This is an optimization exercise on Yosys and OpenROAD, whose aim is small area and a short achievable clock period, not a production implementation.
The RTL was checked by simulation tests, not by an equivalence proof against the original design.
No activity file was given, so power comes from the tool's default toggle rates.

Setup of north:
Design alu_unit, start of the top module:
module alu_unit #(
    parameter DATA_WIDTH = 32
)(
    input  wire                  clk,
    input  wire                  reset,
    input  wire                  in_valid,
    input  wire [3:0]            alu_op,
    input  wire [1:0]            forward_a,
    input  wire [1:0]            forward_b,
    input  wire [DATA_WIDTH-1:0] operand1,
    input  wire [DATA_WIDTH-1:0] operand2,
    input  wire [DATA_WIDTH-1:0] ex_mem_result,
    input  wire [DATA_WIDTH-1:0] mem_wb_result,
    output reg                   out_valid,
    output reg  [DATA_WIDTH-1:0] result,
    output reg                   zero_flag
);
    localparam K2 = 4;   
    localparam K3 = 6;   
    genvar gi;
    wire [31:0] a_sel, b_sel;
    alu_fwd_mux #(.DATA_WIDTH(32)) mux_a (
        .sel(forward_a), .operand(operand1), .ex_mem_result(ex_mem_result),
        .mem_wb_result(mem_wb_result), .out(a_sel));
    alu_fwd_mux #(.DATA_WIDTH(32)) mux_b (
        .sel(forward_b), .operand(operand2), .ex_mem_result(ex_mem_result),
        .mem_wb_result(mem_wb_result), .out(b_sel));
    reg         s1_valid;
    reg [3:0]   s1_op;
    reg [31:0]  s1_a, s1_b;
    always @(posedge clk) begin
        if (reset) s1_valid <= 1'b0;
        else       s1_valid <= in_valid;
        s1_op <= alu_op;
        s1_a  <= a_sel;
        s1_b  <= b_sel ^ {32{alu_op == 4'b0001}};
    end
    wire op_add = (s1_op == 4'b0000);
    wire op_sub = (s1_op == 4'b0001);
    wire op_and = (s1_op == 4'b0010);
    wire op_or  = (s1_op == 4'b0011);
    wire op_xor = (s1_op == 4'b0100);
    wire op_sll = (s1_op == 4'b0101);
    wire op_srl = (s1_op == 4'b0110);
    wire op_sra = (s1_op == 4'b0111);
    wire op_mul = (s1_op == 4'b1000);
    wire op_div = (s1_op == 4'b1001);
    wire [31:0] al;
    alu_addlogic addlogic (
        .a(s1_a), .b(s1_b), .sub(op_sub), .arith(op_add | op_sub),
        .sel_and(op_and), .sel_or(op_or), .s(al));
    wire [31:0] a_rev, shr, shl;
    generate
        for (gi = 0; gi < 32; gi = gi + 1) begin : g_rev
            assign a_rev[gi] = s1_a[31-gi];
            assign shl[gi]   = shr[31-gi];
        end
    endgenerate
    wire [31:0] sh_in = op_sll ? a_rev : s1_a;
  ...
For scale: roughly 170 flip-flops, about 170 I/O pins, ~14,000 um2 of cells after synthesis.
==> module alu_addlogic, before the edit <==
module alu_addlogic (
    input  wire [31:0] a,
    input  wire [31:0] b,
    input  wire        sub,      
    input  wire        arith,    
    input  wire        sel_and,
    input  wire        sel_or,
    output wire [31:0] s
);
    wire [31:0] bb = b;          
    wire [31:0] g0 = a & bb;
    wire [31:0] x0 = a ^ bb;
    wire [31:0] y  = (x0 & {32{~sel_and}}) | (g0 & {32{sel_and | sel_or}});
    reg [31:0] G, P;
    integer i, k;
    always @(*) begin
        G = g0 & {32{arith}};
        P = x0;
        G[0] = G[0] | (x0[0] & sub);
        for (k = 1; k < 32; k = k * 2)
            for (i = 2 * k - 1; i < 32; i = i + 2 * k) begin
                G[i] = G[i] | (P[i] & G[i-k]);
                P[i] = P[i] & P[i-k];
            end
        for (k = 8; k >= 1; k = k / 2)
            for (i = 3 * k - 1; i < 32; i = i + 2 * k) begin
                G[i] = G[i] | (P[i] & G[i-k]);
                P[i] = P[i] & P[i-k];
            end
    end
    wire [31:0] c = {G[30:0], sub};
    assign s = y ^ c;
endmodule
==> module alu_unit, before the edit <==
module alu_unit #(
    parameter DATA_WIDTH = 32
)(
    input  wire                  clk,
    input  wire                  reset,
    input  wire                  in_valid,
    input  wire [3:0]            alu_op,
    input  wire [1:0]            forward_a,
    input  wire [1:0]            forward_b,
    input  wire [DATA_WIDTH-1:0] operand1,
    input  wire [DATA_WIDTH-1:0] operand2,
    input  wire [DATA_WIDTH-1:0] ex_mem_result,
    input  wire [DATA_WIDTH-1:0] mem_wb_result,
    output reg                   out_valid,
    output reg  [DATA_WIDTH-1:0] result,
    output reg                   zero_flag
);
    localparam K2 = 4;   
    localparam K3 = 6;   
    genvar gi;
    wire [31:0] a_sel, b_sel;
    alu_fwd_mux #(.DATA_WIDTH(32)) mux_a (
        .sel(forward_a), .operand(operand1), .ex_mem_result(ex_mem_result),
        .mem_wb_result(mem_wb_result), .out(a_sel));
    alu_fwd_mux #(.DATA_WIDTH(32)) mux_b (
        .sel(forward_b), .operand(operand2), .ex_mem_result(ex_mem_result),
        .mem_wb_result(mem_wb_result), .out(b_sel));
    reg         s1_valid;
    reg [3:0]   s1_op;
    reg [31:0]  s1_a, s1_b;
    always @(posedge clk) begin
        if (reset) s1_valid <= 1'b0;
        else       s1_valid <= in_valid;
        s1_op <= alu_op;
        s1_a  <= a_sel;
        s1_b  <= b_sel ^ {32{alu_op == 4'b0001}};
    end
    wire op_add = (s1_op == 4'b0000);
    wire op_sub = (s1_op == 4'b0001);
    wire op_and = (s1_op == 4'b0010);
    wire op_or  = (s1_op == 4'b0011);
    wire op_xor = (s1_op == 4'b0100);
    wire op_sll = (s1_op == 4'b0101);
    wire op_srl = (s1_op == 4'b0110);
    wire op_sra = (s1_op == 4'b0111);
    wire op_mul = (s1_op == 4'b1000);
    wire op_div = (s1_op == 4'b1001);
    wire [31:0] al;
    alu_addlogic addlogic (
        .a(s1_a), .b(s1_b), .sub(op_sub), .arith(op_add | op_sub),
        .sel_and(op_and), .sel_or(op_or), .s(al));
    wire [31:0] a_rev, shr, shl;
    generate
        for (gi = 0; gi < 32; gi = gi + 1) begin : g_rev
            assign a_rev[gi] = s1_a[31-gi];
            assign shl[gi]   = shr[31-gi];
        end
    endgenerate
    wire [31:0] sh_in = op_sll ? a_rev : s1_a;
    wire        fill  = op_sra & s1_a[31];
    assign shr = $signed({fill, sh_in}) >>> s1_b[4:0];
    wire [15:0] mr0, mr1;
    alu_mul_csa mul_csa (.a(s1_a[7:0]), .b(s1_b[7:0]), .r0(mr0), .r1(mr1));
    wire [31:0] div2;
    alu_div_first #(.TO(K2)) div_s2 (.a(s1_a[7:0]), .d(s1_b[7:0]), .st_out(div2));
    reg [31:0] s2_next;
    always @(*) begin
        s2_next = 32'd0;
        if (op_add | op_sub | op_and | op_or | op_xor) s2_next = al;
        if (op_sll) s2_next = shl;
        if (op_srl | op_sra) s2_next = shr;
        if (op_mul) s2_next = {mr1, mr0};
        if (op_div) s2_next = div2;
    end
    reg        s2_valid, s2_div, s2_mul;
    reg [31:0] s2_val;
    always @(posedge clk) begin
        if (reset) s2_valid <= 1'b0;
        else       s2_valid <= s1_valid;
        s2_div <= op_div;
        s2_mul <= op_mul;
        s2_val <= s2_next;
    end
    wire [15:0] prod;
    alu_cpa16 mul_cpa (.x(s2_val[15:0]), .y(s2_val[31:16]), .s(prod));
    wire [31:0] div3;
    alu_div_stage #(.FROM(K2), .TO(K3)) div_s3 (.st_in(s2_val), .st_out(div3));
    reg        s3_valid, s3_div;
    reg [31:0] s3_val;
    always @(posedge clk) begin
        if (reset) s3_valid <= 1'b0;
        else       s3_valid <= s2_valid;
        s3_div <= s2_div;
        s3_val <= s2_div ? div3 : s2_mul ? {16'd0, prod} : s2_val;
    end
    wire [31:0] div4;
    alu_div_stage #(.FROM(K3), .TO(8)) div_s4 (.st_in(s3_val), .st_out(div4));
    wire div_zero = (s3_val[31:24] == 8'd0) & (s3_val[23:16] != 8'd0);
    always @(posedge clk) begin
        if (reset) out_valid <= 1'b0;
        else       out_valid <= s3_valid;
        result    <= s3_div ? {16'd0, div4[15:0]} : s3_val;
        zero_flag <= s3_div ? div_zero : (s3_val == 32'd0);
    end
endmodule
==> flow/config.mk <==
export PLATFORM = sky130hd
export DESIGN_NAME = alu_unit
export DESIGN_NICKNAME = alu_unit
export VERILOG_FILES = /design/flow/design.v
export SDC_FILE = /design/flow/constraint.sdc
export NUM_CORES = 4
export LEC_CHECK = 0
export ABC_AREA = 1
export CAP_MARGIN = 20
export CORE_MARGIN = 2
export CORE_UTILIZATION = 40
export CTS_BUF_LIST = sky130_fd_sc_hd__clkbuf_8
export SLEW_MARGIN = 20
==> flow/constraint.sdc <==
create_clock -name core_clock -period 18.0 [get_ports {clk}]
set_input_delay 3.6000 -clock core_clock [delete_from_list [all_inputs] [get_ports {clk}]]
set_output_delay 3.6000 -clock core_clock [all_outputs]
set_load 0.01 [all_outputs]
standard.sh (not shown) runs the stock make flow with config.mk's settings and CLKGATE_MAP_FILE= SYNTH_SCRIPT=/design/flow/synth_recipe.tcl, a recipe that flattens the netlist after the stock synthesis.
==> flow/flow/run.sh <==
#!/bin/bash
# Own layout flow: the standard flow (standard.sh), with two changes to how
# the layout is made:
#  - the port buffers that buffer_ports inserts are buf_2 cells;
#  - after placement, the driver of every net with a large fanout is swapped
#    for a stronger cell of the same function (flow/upsize.tcl), and the
#    placement is legalised again.
# Each tool's output goes to a log file of its own in this folder.
set -euo pipefail
ARGS=("BUFFER_PORTS_ARGS=-buffer_cell sky130_fd_sc_hd__buf_2")
bash standard.sh "${ARGS[@]}" place > flow_place.log 2>&1
openroad -no_init -exit flow/upsize.tcl > flow_upsize.log 2>&1
bash standard.sh "${ARGS[@]}" finish > flow_finish.log 2>&1
Other scripts of this flow, unchanged in this note and not shown: flow/flow/upsize.tcl
Edits applied to the flow inputs when going from north to south:
--- a/flow/design.v
+++ b/flow/design.v
@@ -58,11 +58,11 @@
     input  wire        arith,    
     input  wire        sel_and,
     input  wire        sel_or,
     output wire [31:0] s
 );
-    wire [31:0] bb = b;          
+    wire [31:0] bb = b ^ {32{sub}};
     wire [31:0] g0 = a & bb;
     wire [31:0] x0 = a ^ bb;
     wire [31:0] y  = (x0 & {32{~sel_and}}) | (g0 & {32{sel_and | sel_or}});
     reg [31:0] G, P;
     integer i, k;
@@ -366,11 +366,11 @@
     always @(posedge clk) begin
         if (reset) s1_valid <= 1'b0;
         else       s1_valid <= in_valid;
         s1_op <= alu_op;
         s1_a  <= a_sel;
-        s1_b  <= b_sel ^ {32{alu_op == 4'b0001}};
+        s1_b  <= b_sel;
     end
     wire op_add = (s1_op == 4'b0000);
     wire op_sub = (s1_op == 4'b0001);
     wire op_and = (s1_op == 4'b0010);
     wire op_or  = (s1_op == 4'b0011);
==> notes.md <==
Timing, DRC, antenna: 0 failures across north and south. south vs north, first element of the critical path: result[21] vs result[13]. [compare] base=north new=south: largest vdd supply drop now smaller; synthesis-to-layout area growth now smaller. Count of multi-input gates essentially unchanged between south and north. [compare] base=north new=south: switching part of the total power moved up, number of distinct library cell variants in the gate-level netlist after synthesis moved down.

port drivers added, routing unchanged:
The results above use ideal ports. As a check the final layouts listed here were re-extracted and re-timed, cells and wires unchanged.
Step 1 (the two cells are an assumption about what drives the block):
set clk [get_ports {clk}]
set_driving_cell -lib_cell sky130_fd_sc_hd__clkbuf_16 $clk
set_driving_cell -lib_cell sky130_fd_sc_hd__buf_2 [delete_from_list [all_inputs] $clk]
Step 2, shift: input delay + t, output delay - t, t = (earliest + latest rising clock arrival at the registers) / 2. This alone moves slack from input paths to output paths.
Three values: ideal ports, drivers, drivers and shift; two values: the first two.
| run | t, ns | setup slack, ns | cell pins on the clock port's net |
|---|---|---|---|
| north | 0.550 | 13.422 / 13.371 / 13.273 | 1 |
| south | 0.518 | 13.465 / 13.417 / 13.461 | 1 |
After both steps setup and hold are still met in every run listed. The setup slack of north, which loses most, moves by -0.051 ns with the drivers and by -0.149 ns with both steps.
